From an optimization exercise on the open Yosys and OpenROAD flow, aimed at small area, a short achievable clock period and few clock cycles per item; shortcuts taken in it are not production practice.
Function was checked by simulation only, so behaviour that the tests miss may differ from the original.
Power figures rest on the tool's default switching activity, not on a simulated workload.

`flow/run.sh`:
```
#!/bin/bash
# The standard ORFS layout, with one change: the port buffers that
# global placement adds use the smallest buffer cell (buf_1) instead of the
# resizer's default pick. Every port still gets its own buffer.
set -euo pipefail
export BUFFER_PORTS_ARGS="-buffer_cell sky130_fd_sc_hd__buf_1"
bash standard.sh finish > standard_flow.log 2>&1
```
`standard.sh`:
```
#!/bin/bash
# synth_recipe.tcl (not shown) runs the flow's synth.tcl, then flattens the netlist and writes it again
# the make line also repeats each setting of config.mk as NAME=value (left out here)
make -C /OpenROAD-flow-scripts/flow DESIGN_CONFIG=/design/flow/config.mk WORK_HOME=/design/flow/orfs CLKGATE_MAP_FILE= SYNTH_SCRIPT=/design/flow/synth_recipe.tcl "${@:-finish}"
```
`config.mk`:
```
export PLATFORM = sky130hd
export DESIGN_NAME = binary_division
export DESIGN_NICKNAME = binary_division
export VERILOG_FILES = /design/flow/design.v
export SDC_FILE = /design/flow/constraint.sdc
export NUM_CORES = 4
export LEC_CHECK = 0
export CAP_MARGIN = 20
export CORE_MARGIN = 2
export CORE_UTILIZATION = 50
export CTS_BUF_LIST = sky130_fd_sc_hd__clkbuf_4 sky130_fd_sc_hd__clkbuf_8
export SETUP_SLACK_MARGIN = 3.0
export SLEW_MARGIN = 20
```
`constraint.sdc`:
```
create_clock -name core_clock -period 6.0 [get_ports {clk}]
set_input_delay 1.2000 -clock core_clock [delete_from_list [all_inputs] [get_ports {clk}]]
set_output_delay 1.2000 -clock core_clock [all_outputs]
set_load 0.01 [all_outputs]
```
`design.v`:
```
module binary_division #(
    parameter   INTEGER_SIZE = 16,
                FRACT_SIZE = 16
) (
    input   wire                                            clk, rst, start_div,
    input   wire signed[INTEGER_SIZE+FRACT_SIZE-1:0]        dividend, divisor,
    output  reg  signed[INTEGER_SIZE+FRACT_SIZE-1:0]        Q_output,
    output  reg                                             end_div
);
localparam W = INTEGER_SIZE+FRACT_SIZE;        
localparam NBITS = INTEGER_SIZE+2*FRACT_SIZE;  
localparam [2:0] IDLE = 3'd0, ABS = 3'd1, ITER = 3'd2, NEG = 3'd3, DONE = 3'd4;
reg  [2:0]   st;
reg  [5:0]   cnt;       
reg  [W-1:0] R;         
reg  [W-1:0] Q;         
reg  [W-2:0] Mc;        
reg          mneg;      
reg          s;         
reg          nmin;      
reg          sub;       
wire         neg_en = (st == ABS) ? Q[W-1] : s;
wire [W-1:0] qor;                               
pfor #(.N(W)) u_qor (.x(Q), .y(qor));
wire [W-1:0] Qneg = Q ^ ({qor[W-2:0], 1'b0} & {W{neg_en}});
wire [W-2:0] mcr, mhir, mhi;                    
genvar gi;
generate for (gi = 0; gi < W-1; gi = gi + 1) begin : g_rev
    assign mcr[gi] = Mc[W-2-gi];
    assign mhi[gi] = mhir[W-2-gi];
end endgenerate
pfor #(.N(W-1)) u_mhi (.x(mcr), .y(mhir));
wire [W-1:0] mmask = ~{2'b00, mhi[W-2:1]};      
wire         mzero = ~mhi[0] & ~mneg;           
wire         b    = Q[W-1] & ~cnt[5];           
wire [W-1:0] sum;
wire [W-1:0] opv = {sub, Mc ^ {(W-1){sub}}};
wire         a0   = b;
wire         g0s  = (a0 & ~Mc[0]) | (a0 & ~mneg) | (~Mc[0] & ~mneg);
wire         g0a  = (a0 & Mc[0]) | (a0 & mneg) | (Mc[0] & mneg);
wire         c1   = sub ? g0s : g0a;
wire [W-1:1] sumh;
padd2 #(.N(W-1)) u_add (.a(R[W-2:0]), .b(opv[W-1:1]), .cin(c1), .s(sumh));
assign sum = {sumh, a0 ^ Mc[0] ^ mneg};
wire         last = (cnt == NBITS-1);
wire         qbit = mzero ? ~(nmin & last) : ~sum[W-1];
wire         selS  = skp | (st != ITER);       
wire         stepq = (st == ITER) & ~skp & ~mzero;
wire         q0_other = (st == IDLE) ? dividend[0] : (st != ITER) ? Q[0] :
                        skp ? 1'b0 : ~(nmin & last);
localparam SK = 8;
reg          skp;
reg  [2*SK-1:0] fed2;                            
integer j;
always @(*)
    for (j = 0; j < 2*SK; j = j + 1)
        fed2[2*SK-1-j] = Q[W-1-j];    
wire [W-1:0] RS   = {R[W-1-SK:0], fed2[2*SK-1:SK]};        
wire [W-1:0] RS2  = {R[W-1-2*SK:0], fed2};                 
wire         ok2  = ~|R[W-1:W-2*SK] & ~|(RS2 & mmask) & (cnt <= NBITS-2*SK);
wire         top0   = dividend[W-1] ? &dividend[W-1:W-1-SK] : ~|dividend[W-1:W-SK];
wire         mbig   = divisor[W-1] ? ~&divisor[W-2:SK] : |divisor[W-2:SK];
wire         ok_in  = (top0 | mbig) & (|divisor);
wire [5:0]   cnt_n = skp ? cnt + SK : cnt + 1'b1;
wire [W-1:0] R_n   = skp ? RS : sum;
wire         fin   = skp ? (cnt == NBITS-SK) : last;
always @(posedge clk or negedge rst) begin
    if (!rst)
        st <= IDLE;
    else case (st)
        IDLE: if (start_div) st <= dividend[W-1] ? ABS : ITER;
        ABS:  st <= ITER;
        ITER: if (fin) st <= s ? NEG : DONE;
        NEG:  st <= DONE;
        default: st <= IDLE;
    endcase
end
always @(posedge clk) begin
    if (st == IDLE) begin
        Mc   <= divisor[W-2:0] ^ {(W-1){divisor[W-1]}};
        mneg <= divisor[W-1];
        s    <= dividend[W-1] ^ divisor[W-1];
        nmin <= (dividend == {1'b1, {(W-1){1'b0}}});
    end
    R   <= (skp | (st != ITER)) ? (RS & {W{st == ITER}}) : sum;
    sub <= selS | ~sum[W-1];
    cnt <= (st != ITER) ? 6'd0 : cnt_n;
    skp <= (st == IDLE) ? ok_in : (st == ITER) ? skp & ok2 : skp;
    Q[W-1:1] <= (st == IDLE) ? dividend[W-1:1] :
                (st != ITER) ? Qneg[W-1:1] :
                skp          ? {Q[W-1-SK:0], {(SK-1){1'b0}}} : Q[W-2:0];
    Q[0]     <= stepq ? ~sum[W-1] : q0_other;
end
always @(*) begin
    Q_output = Q;
    end_div  = (st == DONE);
end
endmodule
module padd2 #(parameter N = 32) (
    input  wire [N-1:0] a, b,
    input  wire         cin,
    output wire [N-1:0] s
);
    reg [N-1:0] G, P, Gn, Pn;
    integer i, l, j;
    wire [N-1:0] p = a ^ b;
    wire [N-1:0] g = a & b;
    always @(*) begin
        G = g; P = p;
        for (l = 0; (1 << l) < N; l = l + 1) begin
            Gn = G; Pn = P;
            for (i = 0; i < N; i = i + 1)
                if ((i >> l) & 1) begin
                    j = ((i >> l) << l) - 1;
                    Gn[i] = G[i] | (P[i] & G[j]); Pn[i] = P[i] & P[j];
                end
            G = Gn; P = Pn;
        end
    end
    wire [N-1:0] c = {G[N-2:0] | (P[N-2:0] & {(N-1){cin}}), cin};
    assign s = p ^ c;
endmodule
module padd #(parameter N = 33, parameter KIND = 0) (
    input  wire [N-1:0] a, b,
    input  wire         cin,
    output wire [N-1:0] s
);
    reg [N-1:0] G, P, Gn, Pn;
    integer i, l, j, d;
    wire [N-1:0] p = a ^ b;
    wire [N-1:0] g = a & b;
    always @(*) begin
        G = g; P = p;
        G[0] = g[0] | (p[0] & cin);
        if (KIND == 0) begin             
            for (i = 1; i < N; i = i + 1) begin G[i] = G[i] | (P[i] & G[i-1]); P[i] = P[i] & P[i-1]; end
        end else if (KIND == 1) begin    
            for (l = 0; (1 << l) < N; l = l + 1) begin
                Gn = G; Pn = P;
                for (i = 0; i < N; i = i + 1)
                    if ((i >> l) & 1) begin
                        j = ((i >> l) << l) - 1;
                        Gn[i] = G[i] | (P[i] & G[j]); Pn[i] = P[i] & P[j];
                    end
                G = Gn; P = Pn;
            end
        end else if (KIND == 2) begin    
            for (l = 0; (1 << l) < N; l = l + 1) begin
                Gn = G; Pn = P;
                for (i = 0; i < N; i = i + 1)
                    if (i >= (1 << l)) begin
                        j = i - (1 << l);
                        Gn[i] = G[i] | (P[i] & G[j]); Pn[i] = P[i] & P[j];
                    end
                G = Gn; P = Pn;
            end
        end else begin                   
            for (l = 0; (1 << l) < N; l = l + 1)
                for (i = 0; i < N; i = i + 1)
                    if ((i % (2 << l)) == (2 << l) - 1) begin
                        G[i] = G[i] | (P[i] & G[i-(1<<l)]); P[i] = P[i] & P[i-(1<<l)];
                    end
            for (l = 5; l >= 0; l = l - 1)
                for (i = 0; i < N; i = i + 1)
                    if (i >= (3 << l) - 1 && (i % (2 << l)) == (1 << l) - 1) begin
                        G[i] = G[i] | (P[i] & G[i-(1<<l)]); P[i] = P[i] & P[i-(1<<l)];
                    end
        end
    end
    assign s = p ^ {G[N-2:0], cin};
endmodule
module pfor #(parameter N = 32) (
    input  wire [N-1:0] x,
    output reg  [N-1:0] y
);
    reg [N-1:0] t;
    integer i, l;
    always @(*) begin
        y = x;
        for (l = 0; (1 << l) < N; l = l + 1) begin
            t = y;
            for (i = 0; i < N; i = i + 1)
                if ((i >> l) & 1)
                    t[i] = y[i] | y[((i >> l) << l) - 1];
            y = t;
        end
    end
endmodule
module nradd #(parameter N = 33, parameter KIND = 0) (
    input  wire [N-1:0] a, m,
    input  wire         sub,
    input  wire         cin,
    output wire [N-1:0] s
);
    reg [N-1:0] G, P, Gn, Pn;
    integer i, l, j, d;
    wire [N-1:0] x = a ^ m;
    wire [N-1:0] p = x ^ {N{sub}};
    wire [N-1:0] g = sub ? (a & ~m) : (a & m);
    always @(*) begin
        G = g; P = p;
        G[0] = g[0] | (p[0] & cin);
        if (KIND == 0) begin             
            for (i = 1; i < N; i = i + 1) begin G[i] = G[i] | (P[i] & G[i-1]); P[i] = P[i] & P[i-1]; end
        end else if (KIND == 1) begin    
            for (l = 0; (1 << l) < N; l = l + 1) begin
                Gn = G; Pn = P;
                for (i = 0; i < N; i = i + 1)
                    if ((i >> l) & 1) begin
                        j = ((i >> l) << l) - 1;
                        Gn[i] = G[i] | (P[i] & G[j]); Pn[i] = P[i] & P[j];
                    end
                G = Gn; P = Pn;
            end
        end else if (KIND == 2) begin    
            for (l = 0; (1 << l) < N; l = l + 1) begin
                Gn = G; Pn = P;
                for (i = 0; i < N; i = i + 1)
                    if (i >= (1 << l)) begin
                        j = i - (1 << l);
                        Gn[i] = G[i] | (P[i] & G[j]); Pn[i] = P[i] & P[j];
                    end
                G = Gn; P = Pn;
            end
        end else begin                   
            for (l = 0; (1 << l) < N; l = l + 1)
                for (i = 0; i < N; i = i + 1)
                    if ((i % (2 << l)) == (2 << l) - 1) begin
                        G[i] = G[i] | (P[i] & G[i-(1<<l)]); P[i] = P[i] & P[i-(1<<l)];
                    end
            for (l = 5; l >= 0; l = l - 1)
                for (i = 0; i < N; i = i + 1)
                    if (i >= (3 << l) - 1 && (i % (2 << l)) == (1 << l) - 1) begin
                        G[i] = G[i] | (P[i] & G[i-(1<<l)]); P[i] = P[i] & P[i-(1<<l)];
                    end
        end
    end
    assign s = p ^ {G[N-2:0], cin};
endmodule
```
==> results of run 1 <==
[per-layer routing]
metal	track usage (%)	up-vias	part of all wire (%)
met5	0	-	0
met2	40.2	221	44
met1	40.4	3053	48
met4	5.68	0	1.2
met3	5.72	18	6.1
li1	-	3090	-
[final cells by class]
class / count / area, um2 / share of cell area (%)
Clock inverter: 7 / 67.6 / 0.845
Timing Repair Buffer: 113 / 493 / 6.17
Inverter: 29 / 109 / 1.36
Tap cell: 180 / 225 / 2.82
Multi-Input combinational cell: 635 / 4410 / 55.2
Clock buffer: 9 / 124 / 1.55
Sequential cell: 109 / 2570 / 32.1
[cell usage after synthesis, drive strengths merged, types with 7 or more instances]
master | count | share of area (%)
xor2 | 99 | 12
nor3 | 13 | 0.91
nor2 | 100 | 5.3
buf | 10 | 0.53
nand4 | 11 | 0.97
a31oi | 10 | 0.88
nor4 | 24 | 2.1
a211oi | 25 | 2.6
o21bai | 7 | 0.74
xnor2 | 25 | 3.1
and3 | 7 | 0.62
a21oi | 72 | 5.1
nand3 | 12 | 0.84
ha | 34 | 6.0
edfxtp | 36 | 15
or4 | 8 | 1.0
o21ai | 39 | 2.8
dfxtp | 70 | 20
inv | 29 | 1.5
mux2i | 30 | 4.2
nand2 | 45 | 2.4
clkbuf | 28 | 1.5
[cells by family after synthesis]
kind of cell / count (synthesis) / share of synthesized area (%)
flip-flops: 109 / 35.9
AO/OA/AOI/OAI: 195 / 17.0
buffers and inverters: 67 / 3.53
XOR/XNOR: 124 / 15.3
adder cells (fa/ha/maj): 37 / 6.82
AND/OR/NAND/NOR: 247 / 17.1
multiplexers: 31 / 4.38
[sequential cells by signal, indices dropped and copies added (netlist names), 3 cells and up]
| register | count |
|---|---|
| Q | 32 |
| R | 32 |
| Mc | 31 |
| cnt | 6 |
| st | 3 |
[power breakdown]
group	leakage (uW)	total (uW)	internal (uW)	switching, uW
sequential	0.000964	1620	1140	483
clock	0.0000984	452	161	291
combinational	0.00206	3100	1340	1760
total	0.00312	5170	2630	2530
[worst max-delay path, stage by stage (launching register included)]
cell and delay [ns]:
sky130_fd_sc_hd__dfxtp_4 0.40, sky130_fd_sc_hd__buf_4 0.17, sky130_fd_sc_hd__xor2_1 0.16, sky130_fd_sc_hd__ha_1 0.33, sky130_fd_sc_hd__a21oi_1 0.15, sky130_fd_sc_hd__o21ai_0 0.19, sky130_fd_sc_hd__a221o_1 0.45, sky130_fd_sc_hd__a32oi_2 0.26
sky130_fd_sc_hd__a21oi_2 0.13, sky130_fd_sc_hd__a31oi_2 0.22, sky130_fd_sc_hd__xnor2_1 0.19, sky130_fd_sc_hd__mux2i_1 0.11
[through the flow]
stage	utilization, %	area [um2]	total power, uW	hold slack (ns)	setup WS, ns
final	57.6	7990	5170	0.494	3.00
after global routing	57.6	7990	5610	0.510	2.88
after detailed placement	54.8	7600	4490	0.480	2.21
after global placement	54.8	7600	4430	0.480	2.25
after CTS	56.6	7860	5000	0.505	2.97
after floorplan	-	7120	3740	0.443	2.99
[what timing repair did]
action                                  4_1_cts  5_1_grt
endpoints found under the setup margin       65       17
cloned                                        0        1
buffers inserted                              2        8
pin swaps                                     0        4
gates resized for setup                      12       16
[worst max path at each step]
stage | slack [ns] | endpoint | cells past startpoint
floorplan | 2.99 | R[24] | 12
global placement | 2.25 | R[24] | 11
global route | 2.88 | Q[0] | 11
CTS | 2.97 | Q[0] | 11
detailed placement | 2.21 | Q[0] | 11
finish | 3.00 | Q[0] | 11
==> run notes, run 1 <==
| Item | Value |
| --- | --- |
| Antenna violation net count after detailed routing | 0 |
| Number of CTS-inserted buffers | 9 |
| Slew at the pin closest to its max-slew limit | 0.914 ns |
| Leading register cell type out of synthesis | sky130_fd_sc_hd__dfxtp_1 |
| Reg2reg path depth | 11 |
| Flip-flop and latch count after synthesis | 109 |
| Highest-count cells in the layout ignoring fill and taps | sky130_fd_sc_hd__xor2_1, sky130_fd_sc_hd__nor2_1, sky130_fd_sc_hd__buf_1 |
| Area of the die | 15200 um2 |
| Max transition margin | 37.4% |
| Total detailed-routing wirelength | 20500 um |
| DIE WIDTH | 123 um |
| Result of the run | timing/DRC/antenna clean |
| Summed instance area of the synthesized netlist | 7120 um2 |
| Shortest clock period the worst path allows after layout | 3.00 ns |
| Clock Pin Slew Worst Setup and Hold Paths | 0.11 ns |
| Static leakage power | 0.00312 uW |
| Count of mapped cells out of synthesis | 810 |
| Port bufs | 99 |
| Final slew viol count | 0 |
| Final Net Count | 1001 |
| Root cell of the clock tree | sky130_fd_sc_hd__clkbuf_8 |
| Final setup vio count | 0 |
| GRT Resource Usage Total | 27.1% |
| Hold violation total from the final report | 0 |
| Routability congestion estimate | 0.919 |
| Clk Latency, worst-skew pair | 0.40 ns |
| Number of buffers inserted by hold repair at cts | 0 |
| FP Rows | 43 |
| Placed wire-length estimate | 14900 um |
| Hold-critical path endpoint | R[23] |
| RSZ-0062 raised after global routing | yes |
| Number of clock sinks | 109 |
| Top Ports | 100 |
| Global route total overflow | 0 |
| Clock tree from TritonCTS | built |
| First-pass iteration count of the detailed router | 5 |
| Routed wire per std cell | 19.0 um |
| Post-route insts no fill | 1082 |
| Htree depth | 3 |
| Capturing element type of the critical path | flip-flop |
| Number of filler cells placed in the layout | 1286 |
| Avg Inst Size Synth | 8.79 um2 |
| Cell Count Post-Placement | 1055 |
| Crit-path max FO | 7 |
| Kind of critical path | flip-flop to flip-flop |
| Detailed router's first-iteration violation count | 443 |
| Maximum number of pins on one net before global-route repair | 55 |
| Post-synth EDFFs | 36 |
| Setup crit start kind | flip-flop |
| Proportion of synthesized chip area in sequential cells | 35.9% |
| Hold Path Class | flip-flop to flip-flop |
| Worst Hold Depth | 2 |
| Number of distinct library cells after synthesis | 58 |
| Setup slack of the most critical reg-to-reg path | 3.00 ns |
| Worst reg2reg path endpoint | Q[0] |
| Max-capacitance violation count | 0 |
| Net count of the mapped netlist | 914 |
| Arrival @ worst endpoint | 3.14 ns |
| Antenna violations before repair | 0 |
| Area added between synthesis and finish | 12.3% |
| Initial Util | 51.3% |
| Wire length of the first global-routing pass | 31400 um |
| Power density normalized to cell area | 646 nW/um2 |
| HP Start | R[15] |
| Die Y-Extent | 123 um |
| CP required | 6.14 ns |
| Peak supply drop | 0.221 mV |
| DRC violations left | 0 |
| Overall via count from detail_route | 6382 |
| Share of synthesized registers carrying an async set or reset | 2.75% |
| Ant. Diodes | 0 |
| Final worst-path cycle share | 50.0% |
| Total of warnings raised by yosys | 4 |
| Bufs on Longest Clock Path | 2 |
| Vias in the first global route | 5840 |
| Startpoint of the most critical register-to-register path | sub |
| Core area | 13900 um2 |
| Setup TNS | 0 ns |
| Origin of the worst setup path | sub |
| Highest achievable clock rate | 333 MHz |
| Layout cell share with drive strength beyond 1 | 6.76% |
| Worst clock skew | 0.0181 ns |
| Via-to-Cell Ratio | 5.90 |
Testbench counts, summed over its fixed seeds: cycles 46,113, items 1,600.
==> run 2: changes to the inputs <==
--- a/design.v
+++ b/design.v
@@ -36,3 +36,4 @@
 wire [W-1:0] sum;
-wire [W-1:0] opv = {sub, Mc ^ {(W-1){sub}}};
+reg          subn;      
+wire [W-1:0] opv = {~subn, Mc[W-2:W/2] ^ {(W/2-1){~subn}}, Mc[W/2-1:0] ^ {(W/2){sub}}};
 wire         a0   = b;
@@ -86,2 +87,3 @@
     sub <= selS | ~sum[W-1];
+    subn <= (st != ITER) ? 1'b0 : R_n[W-1];
     cnt <= (st != ITER) ? 6'd0 : cnt_n;
@@ -98,4 +100,4 @@
 endmodule
-module padd2 #(parameter N = 32) (
-    input  wire [N-1:0] a, b,
+module padd3 #(parameter N = 32) (
+    input  wire [N-1:0] p, g,
     input  wire         cin,
@@ -105,4 +107,2 @@
     integer i, l, j;
-    wire [N-1:0] p = a ^ b;
-    wire [N-1:0] g = a & b;
     always @(*) begin
@@ -122,2 +122,26 @@
 endmodule
+module padd2 #(parameter N = 32) (
+    input  wire [N-1:0] a, b,
+    input  wire         cin,
+    output wire [N-1:0] s
+);
+    reg [N-1:0] G, P, Gn, Pn;
+    integer i, l, j;
+    wire [N-1:0] p = a ^ b;
+    wire [N-1:0] g = a & b;
+    always @(*) begin
+        G = g; P = p;
+        for (l = 0; (1 << l) < N; l = l + 1) begin
+            Gn = G; Pn = P;
+            for (i = 0; i < N; i = i + 1)
+                if ((i >> l) & 1) begin
+                    j = ((i >> l) << l) - 1;
+                    Gn[i] = G[i] | (P[i] & G[j]); Pn[i] = P[i] & P[j];
+                end
+            G = Gn; P = Pn;
+        end
+    end
+    wire [N-1:0] c = {G[N-2:0] | (P[N-2:0] & {(N-1){cin}}), cin};
+    assign s = p ^ c;
+endmodule
 module padd #(parameter N = 33, parameter KIND = 0) (
--- a/config.mk
+++ b/config.mk
@@ -9,4 +9,5 @@
 export CORE_MARGIN = 2
-export CORE_UTILIZATION = 50
+export CORE_UTILIZATION = 60
 export CTS_BUF_LIST = sky130_fd_sc_hd__clkbuf_4 sky130_fd_sc_hd__clkbuf_8
+export PLACE_DENSITY = 0.75
 export SETUP_SLACK_MARGIN = 3.0
==> run notes, run 2 <==
| Item | Value | Delta |
| --- | --- | --- |
| Summed instance area of the synthesized netlist | 7230 um2 | +1.6% |
| Static leakage power | 0.00309 uW | -1.1% |
| Htree depth | 3 | unchanged |
| Post-placement setup slack | 2.28 ns | +0.0776 ns |
| Final setup slack of the worst path | 3.03 ns | +0.0333 ns |
| Wire length of the first global-routing pass | 31200 um | -0.86% |
| Sequential power share | 29.2% | -2.1 points |
| Final slew viol count | 0 | unchanged |
| Number of CTS-inserted buffers | 9 | unchanged |
| Total detailed-routing wirelength | 19900 um | -3.2% |
| CP required | 6.15 ns | about the same |
| Worst path cell trace | nor2b_1 -> fa_1 -> mux2i_4 -> o21ai_2 -> a41o_2 -> a211oi_4 -> o21ai_2 -> o31a_1 -> xnor2_2 -> mux2i_1 |  |
| Hold-critical path endpoint | st[2] |  |
| Most frequently used cell type in the post-synthesis netlist | sky130_fd_sc_hd__nor2_1 |  |
| Clock tree from TritonCTS | built |  |
| Slew at the pin closest to its max-slew limit | 0.906 ns | -0.00733 ns |
| Highest achievable clock rate | 337 MHz | +1.1% |
| HP Start | st[2] |  |
| Final Net Count | 1011 | +1.0% |
| Leading register cell type out of synthesis | sky130_fd_sc_hd__dfxtp_1 |  |
| Area added between synthesis and finish | 11.2% |  |
| Detailed router's first-iteration violation count | 598 | +35% |
| Switch Pwr | 2660 uW | +4.9% |
| Area share of the largest cell type after synthesis | 19.6% | -0.040 points |
| Shortest clock period the worst path allows after layout | 2.97 ns | -0.0333 ns |
| DIE WIDTH | 114 um | -7.7% |
| Clock Pin Slew Worst Setup and Hold Paths | 0.11 ns | about the same |
| Setup TNS | 0 ns | unchanged |
| RSZ-0062 raised after global routing | no |  |
| Core area | 11900 um2 | -14% |
| Top cell by count, worst path | sky130_fd_sc_hd__o21ai_2 |  |
| Top Ports | 100 | unchanged |
| Highest-count cells in the layout ignoring fill and taps | sky130_fd_sc_hd__buf_1, sky130_fd_sc_hd__nor2_1, sky130_fd_sc_hd__xor2_1 |  |
| Global route total overflow | 0 | unchanged |
| Net count of the mapped netlist | 921 | +0.77% |
| Port bufs | 99 | unchanged |
| Setup crit start kind | flip-flop |  |
| Clock network fraction of total power | 8.6% | about the same |
| Worst Hold Depth | 1 | -1 |
| Antenna violations before repair | 0 | unchanged |
| Hold Path Class | flip-flop to flip-flop |  |
| Hold violation total from the final report | 0 | unchanged |
| Root cell of the clock tree | sky130_fd_sc_hd__clkbuf_8 |  |
| Worst clock skew | 0.0169 ns | -0.00119 ns |
| Crit-path max FO | 7 | unchanged |
| Post-Route Hold Slack | 0.522 ns | +0.0275 ns |
| Max transition margin | 39.6% | +2.2 points |
| Number of filler cells placed in the layout | 995 | -23% |
| Top cells by area in the synthesized netlist | sky130_fd_sc_hd__dfxtp_1, sky130_fd_sc_hd__edfxtp_1, sky130_fd_sc_hd__xor2_1 |  |
| Reg2reg path depth | 10 | -1 |
| Proportion of synthesized chip area in sequential cells | 35.6% | -0.30 points |
| Total of warnings raised by yosys | 4 | unchanged |
| Kind of critical path | flip-flop to flip-flop |  |
| Ant. Diodes | 0 | unchanged |
| First-pass iteration count of the detailed router | 7 | +2 |
| Number of distinct library cells after synthesis | 65 | +12% |
| Routed wire per std cell | 18.8 um | -1.1% |
| Vias in the first global route | 6079 | +4.1% |
| Via-to-Cell Ratio | 6.21 | +5.3% |
| Avg Inst Size Synth | 8.85 um2 | +0.76% |
| Internal | 2930 uW | +11% |
| Routability congestion estimate | 0.920 | +0.12% |
| Layout cell share with drive strength beyond 1 | 6.58% | -0.18 points |
| Peak supply drop | 0.293 mV | +32% |
| Maximum number of pins on one net before global-route repair | 68 | +24% |
| Area of the die | 13000 um2 | -15% |
| Worst reg2reg path endpoint | Q[0] |  |
| Count of mapped cells out of synthesis | 817 | +0.86% |
| Startpoint of the most critical register-to-register path | Q[31] |  |
| Flip-flop and latch count after synthesis | 110 | +0.92% |
| Capturing element type of the critical path | flip-flop |  |
| Most area-hungry cell type in the Yosys netlist | sky130_fd_sc_hd__dfxtp_1 |  |
| Most numerous cell types in the synthesized netlist | sky130_fd_sc_hd__nor2_1, sky130_fd_sc_hd__xor2_1, sky130_fd_sc_hd__a21oi_1, sky130_fd_sc_hd__dfxtp_1, sky130_fd_sc_hd__nand2_1 |  |
| Antenna violation net count after detailed routing | 0 | unchanged |
| Setup slack of the most critical reg-to-reg path | 3.03 ns | +0.03 ns |
| Bufs on Longest Clock Path | 2 | unchanged |
| Switch share | 47.6% | -1.4 points |
| Slowest library cell on the worst path | sky130_fd_sc_hd__fa_1 |  |
| Overall via count from detail_route | 6577 | +3.1% |
| Initial Util | 60.7% | +9.5 points |
| Final setup vio count | 0 | unchanged |
| Die Y-Extent | 114 um | -7.7% |
| Final worst-path cycle share | 49.4% | -0.56 points |
| Placed wire-length estimate | 14500 um | -2.7% |
| Most common cell after layout, fill and taps aside | sky130_fd_sc_hd__buf_1 |  |
| Number of clock sinks | 110 | +0.92% |
| GRT Resource Usage Total | 30.6% | +3.6 points |
| Max-capacitance violation count | 0 | unchanged |
| Arrival @ worst endpoint | 3.12 ns | -0.02 ns |
| Post-synth EDFFs | 36 | unchanged |
| Result of the run | timing/DRC/antenna clean |  |
| Share of synthesized registers carrying an async set or reset | 2.73% | -0.025 points |
| CP peak stage delay | 0.43 ns | -0.02 ns |
| Comb power frac | 62.1% | +2.2 points |
| Power density normalized to cell area | 694 nW/um2 | +7.4% |
| FP Rows | 40 | -7.0% |
| Largest registers in the final layout | Q: 32 flops, R: 32 flops, Mc: 31 flops |  |
| Clk Latency, worst-skew pair | 0.40 ns | about the same |
| DRC violations left | 0 | unchanged |
## run 2: changes by cell type in the layout (fill, tap and decap cells not counted), moves of 5 or more
cell and delta:
sky130_fd_sc_hd__xor2_1 -20, sky130_fd_sc_hd__nand3_1 -5, sky130_fd_sc_hd__buf_4 +5, sky130_fd_sc_hd__nand2b_1 +5, sky130_fd_sc_hd__xnor2_1 +18
## run 2: metrics by stage
stage	instance area (um2)	std cells	util [%]	power, uW
floorplan	7240	817	-	4080
global placement	7670	1030	64.4	4690
detailed placement	7670	1030	64.4	4840
CTS	7930	1050	66.6	5370
global route	8040	1059	67.5	6020
finish	8040	1059	67.5	5580
## run 2: metal layers
metal  up-vias  track usage [%]  part of all wire (%)
met5         -                0                     0
met4         0             8.13                   1.8
met3        35             6.59                   7.1
met2       284             48.5                    47
met1      3136             42.8                    44
li1       3122                -                     -
## run 2: logic make-up (layout without fill, tap and decap cells)
logic type / count (synthesis) / in the layout / synth area share, %
flops: 110 / 110 / 35.6
fa+ha+maj: 37 / 37 / 6.71
buf+inv: 63 / 158 / 3.37
simple gates: 249 / 249 / 17.0
compound gates: 205 / 205 / 18.0
xor+xnor: 124 / 124 / 15.1
mux: 29 / 29 / 4.19
## run 2: cell type report
type                            instances  area (um2)  share of cell area, %
Multi-Input combinational cell        644        4460                   55.5
Sequential cell                       110        2590                   32.2
Timing Repair Buffer                  115         499                   6.21
Tap cell                              147         184                   2.29
Clock buffer                           10         138                   1.71
Inverter                               27         101                   1.26
Clock inverter                          6        68.8                  0.856
## run 2: critical path: cells and delay by family, from the launching register on
family / cells / cell delay, ns
muxes: 2 / 0.33
xor gates and xnor gates: 1 / 0.22
AOI/OAI and AO/OA: 5 / 1.11
DFF: 1 / 0.40
and+or+nand+nor: 1 / 0.22
adders and majority gates: 1 / 0.43
## run 2: timing repair
item                                    CTS  global route
endpoints found under the setup margin   29             7
hold buffers                              0             0
setup buffers                             4             9
resized for setup                         8            15
pin swaps                                 0             6
## run 2: worst max-delay path by stage
| stage | from | to | slack (ns) | depth (start not counted) |
|---|---|---|---|---|
| final | Q[31] | Q[0] | 3.03 | 10 |
| after global routing | Q[31] | Q[0] | 2.97 | 10 |
| after CTS | Q[31] | Q[0] | 2.90 | 10 |
| after detailed placement | divisor[31] | skp | 2.28 | 7 |
| after global placement | divisor[31] | skp | 2.42 | 7 |
| after floorplan | sub | Q[0] | 3.08 | 12 |
## run 2: power groups by stage
stage | Clock, uW | Combinational (uW) | Sequential, uW
final | 481 | 3470 | 1630
after global routing | 515 | 3840 | 1670
after CTS | 487 | 3250 | 1630
after detailed placement | 0 | 3190 | 1650
after global placement | 0 | 3050 | 1640
after floorplan | 0 | 2590 | 1480
Testbench counts of run 2, summed over its fixed seeds: cycles 46,113, items 1,600.
==> run 3: changes to the inputs <==
--- a/config.mk
+++ b/config.mk
@@ -11,3 +11,2 @@
 export CTS_BUF_LIST = sky130_fd_sc_hd__clkbuf_4 sky130_fd_sc_hd__clkbuf_8
-export PLACE_DENSITY = 0.75
 export SETUP_SLACK_MARGIN = 3.0
==> run notes, run 3 <==
| Item | Value | Delta |
| --- | --- | --- |
| Antenna violations before repair | 0 | unchanged |
| Worst Hold Depth | 1 | unchanged |
| Avg Inst Size Synth | 8.85 um2 | unchanged |
| CP required | 6.15 ns | about the same |
| Core area | 11900 um2 | unchanged |
| Hold-critical path endpoint | st[2] |  |
| Post-synth EDFFs | 36 | unchanged |
| M1 WL | 9010 um | +3.5% |
| Startpoint of the most critical register-to-register path | Q[31] |  |
| Root cell of the clock tree | sky130_fd_sc_hd__clkbuf_8 |  |
| Sequential standard cell area | 2590 um2 | unchanged |
| Most area-hungry cell type in the Yosys netlist | sky130_fd_sc_hd__dfxtp_1 |  |
| Detailed router's first-iteration violation count | 574 | -4.0% |
| Setup TNS | 0 ns | unchanged |
| Post-route insts no fill | 1057 | -0.19% |
| Wire length of the first global-routing pass | 31000 um | -0.47% |
| Number of clock sinks | 110 | unchanged |
| Vias in the first global route | 6014 | -1.1% |
| Hold violation total from the final report | 0 | unchanged |
| Arrival @ worst endpoint | 3.13 ns | about the same |
| Placed wire-length estimate | 14500 um | -0.38% |
| Setup crit start kind | flip-flop |  |
| Clock Pin Slew Worst Setup and Hold Paths | 0.11 ns | about the same |
| Power density normalized to cell area | 684 nW/um2 | -1.5% |
| Area of the die | 13000 um2 | unchanged |
| Reg2reg path depth | 10 | unchanged |
| Leading register cell type out of synthesis | sky130_fd_sc_hd__dfxtp_1 |  |
| Overall via count from detail_route | 6403 | -2.6% |
| Total of warnings raised by yosys | 4 | unchanged |
| Wire length on met2 | 8770 um | -6.5% |
| Capturing element type of the critical path | flip-flop |  |
| Final worst-path cycle share | 49.8% | +0.32 points |
| Highest achievable clock rate | 335 MHz | -0.64% |
| Bufs on Longest Clock Path | 2 | unchanged |
| Area added between synthesis and finish | 10.6% |  |
| Via-to-Cell Ratio | 6.06 | -2.5% |
| Max-capacitance violation count | 0 | unchanged |
| Highest-count cells in the layout ignoring fill and taps | sky130_fd_sc_hd__nor2_1, sky130_fd_sc_hd__buf_1, sky130_fd_sc_hd__xor2_1 |  |
| GRT Resource Usage Total | 30.5% | -0.15 points |
| Shortest clock period the worst path allows after layout | 2.99 ns | +0.0191 ns |
| Flip-flop and latch count after synthesis | 110 | unchanged |
| HP Start | st[2] |  |
| Final slew viol count | 0 | unchanged |
| Net count of the mapped netlist | 921 | unchanged |
| Area share of the largest cell type after synthesis | 19.6% | unchanged |
| Initial Util | 60.7% | unchanged |
| Slew at the pin closest to its max-slew limit | 0.892 ns | -0.0140 ns |
| Count of mapped cells out of synthesis | 817 | unchanged |
| Hold Path Class | flip-flop to flip-flop |  |
| Cell Count Post-Placement | 1032 | +0.19% |
| Top Ports | 100 | unchanged |
| Peak supply drop | 0.269 mV | -8.2% |
| Setup slack of the most critical reg-to-reg path | 3.01 ns | -0.02 ns |
| Static leakage power | 0.00307 uW | -0.44% |
| Share of synthesized registers carrying an async set or reset | 2.73% | unchanged |
| Layout cell share with drive strength beyond 1 | 5.60% | -0.97 points |
| Final Net Count | 1009 | -0.20% |
| Final setup vio count | 0 | unchanged |
| Kind of critical path | flip-flop to flip-flop |  |
| Result of the run | timing/DRC/antenna clean |  |
| DRC violations left | 0 | unchanged |
| DIE WIDTH | 114 um | unchanged |
| Max transition margin | 40.5% | +0.93 points |
| Routability congestion estimate | 0.949 | +3.2% |
| Total detailed-routing wirelength | 19400 um | -2.4% |
| Routed wire per std cell | 18.3 um | -2.2% |
| FP Rows | 40 | unchanged |
| Worst clock skew | 0.00975 ns | -0.00718 ns |
| Htree depth | 3 | unchanged |
| Ant. Diodes | 0 | unchanged |
| Proportion of synthesized chip area in sequential cells | 35.6% | unchanged |
| Clock tree from TritonCTS | built |  |
| Summed instance area of the synthesized netlist | 7230 um2 | unchanged |
| Die Y-Extent | 114 um | unchanged |
| Largest registers in the final layout | Q: 32 flops, R: 32 flops, Mc: 31 flops |  |
| Most numerous cell types in the synthesized netlist | sky130_fd_sc_hd__nor2_1, sky130_fd_sc_hd__xor2_1, sky130_fd_sc_hd__a21oi_1, sky130_fd_sc_hd__dfxtp_1, sky130_fd_sc_hd__nand2_1 |  |
| Met3 WL | 1180 um | -17% |
| Number of CTS-inserted buffers | 9 | unchanged |
| Number of filler cells placed in the layout | 1051 | +5.6% |
| Uppermost routed layer | met4 |  |
| RSZ-0062 raised after global routing | yes |  |
| Crit-path max FO | 7 | unchanged |
| First-pass iteration count of the detailed router | 5 | -2 |
| Final std cell area, no fill | 8000 um2 | -0.48% |
| Antenna violation net count after detailed routing | 0 | unchanged |
| Port bufs | 99 | unchanged |
| Area used by multi-input combinational logic | 4430 um2 | -0.73% |
| Global route total overflow | 0 | unchanged |
| Most frequently used cell type in the post-synthesis netlist | sky130_fd_sc_hd__nor2_1 |  |
| Top cells by area in the synthesized netlist | sky130_fd_sc_hd__dfxtp_1, sky130_fd_sc_hd__edfxtp_1, sky130_fd_sc_hd__xor2_1 |  |
| Clk Latency, worst-skew pair | 0.39 ns | about the same |
| Placed Instance Area | 7690 um2 | +0.20% |
| Maximum number of pins on one net before global-route repair | 61 | -10% |
| Worst reg2reg path endpoint | Q[0] |  |
| Number of distinct library cells after synthesis | 65 | unchanged |
run 3: area by class of cell:
| type | count | area share [%] |
|---|---|---|
| clock buffer | 10 | 1.72 |
| clock inverter | 6 | 0.922 |
| inverter | 27 | 1.27 |
| multi-input combinational | 644 | 55.4 |
| sequential | 110 | 32.3 |
| tap | 147 | 2.30 |
| timing repair buffer | 113 | 6.10 |
run 3: routing by layer:
layer / track usage (%) / vias up
li1: - / 3127
met1: 43.2 / 3012
met2: 47.5 / 231
met3: 4.89 / 33
met4: 10.7 / 0
met5: 0 / -
run 3: report_power, final:
group	internal (uW)	total [uW]	switching [uW]	leakage [uW]
Sequential	1150	1640	492	0.000966
Combinational	1500	3340	1840	0.00200
Clock	212	487	276	0.000108
run 3: kinds of logic after synthesis:
family                     share of synthesized area [%]
AOI/OAI and AO/OA                                   18.0
xor gates and xnor gates                            15.1
adders and majority gates                           6.71
buffers and inverters                               3.37
DFF                                                 35.6
muxes                                               4.19
and+or+nand+nor                                     17.0
run 3: timing repair:
| item | 4_1_cts | 5_1_grt |
|---|---|---|
| resized for setup | 6 | 5 |
| setup buffers | 2 | 6 |
| gates cloned | 0 | 0 |
| endpoints found under the setup margin | 26 | 6 |
| pin swaps | 1 | 2 |
| hold buffers | 0 | 0 |
run 3: how the worst max path moves through the flow:
stage / startpoint / to / slack (ns)
floorplan: sub / Q[0] / 3.08
global placement: divisor[31] / skp / 2.45
detailed placement: divisor[31] / skp / 2.36
CTS: Q[31] / Q[0] / 2.88
global route: Mc[6] / Q[0] / 2.95
finish: Q[31] / Q[0] / 3.01
run 3: through the flow:
step	hold WS (ns)	utilization (%)	setup slack, ns	total power [uW]
after floorplan	0.453	-	3.08	4080
after global placement	0.484	64.5	2.45	4720
after detailed placement	0.500	64.5	2.36	4850
after CTS	0.514	66.6	2.88	5370
after global routing	0.547	67.2	2.95	5940
final	0.525	67.2	3.01	5470
run 3: critical path, cell delays in order, from the launching register on:
cell and delay (ns):
sky130_fd_sc_hd__dfxtp_2 0.40, sky130_fd_sc_hd__nor2b_1 0.21, sky130_fd_sc_hd__fa_1 0.42, sky130_fd_sc_hd__mux2i_4 0.22, sky130_fd_sc_hd__o21ai_2 0.12, sky130_fd_sc_hd__a41o_2 0.35, sky130_fd_sc_hd__a211oi_4 0.26, sky130_fd_sc_hd__o21ai_1 0.16
sky130_fd_sc_hd__o31a_1 0.29, sky130_fd_sc_hd__xnor2_2 0.22, sky130_fd_sc_hd__mux2i_1 0.10

-- port drivers added, routing unchanged --
The flow's constraints put no driver on any port. The routed layouts listed below were extracted and timed again, unchanged, in two steps. Step 1 assumes that a clkbuf_16 drives the clock port and a buf_2 every other input. Step 2 adds t to the input delays and takes it off the output delays; t is the mean of the earliest and latest rising clock arrival at the registers after step 1. Input paths then give back, and output paths get back, about the clock's delay inside the block. a / b / c = ideal ports / drivers / drivers and shift; a / b = the first two.
run	t, ns	slack for setup (ns)	hold WS [ns]	worst slew at a driven data input, ns
run 1	0.433	3.000 / 3.000 / 2.615	0.494 / 0.494 / 0.494	0.04
run 2	0.434	3.034 / 3.034 / 2.756	0.522 / 0.522 / 0.522	0.04
run 3	0.422	3.015 / 3.015 / 2.702	0.525 / 0.525 / 0.525	0.04
After both steps every run listed still meets setup and hold. The setup slack of run 1, which loses most, moves by 0.000 ns with the drivers and by -0.385 ns with both steps.
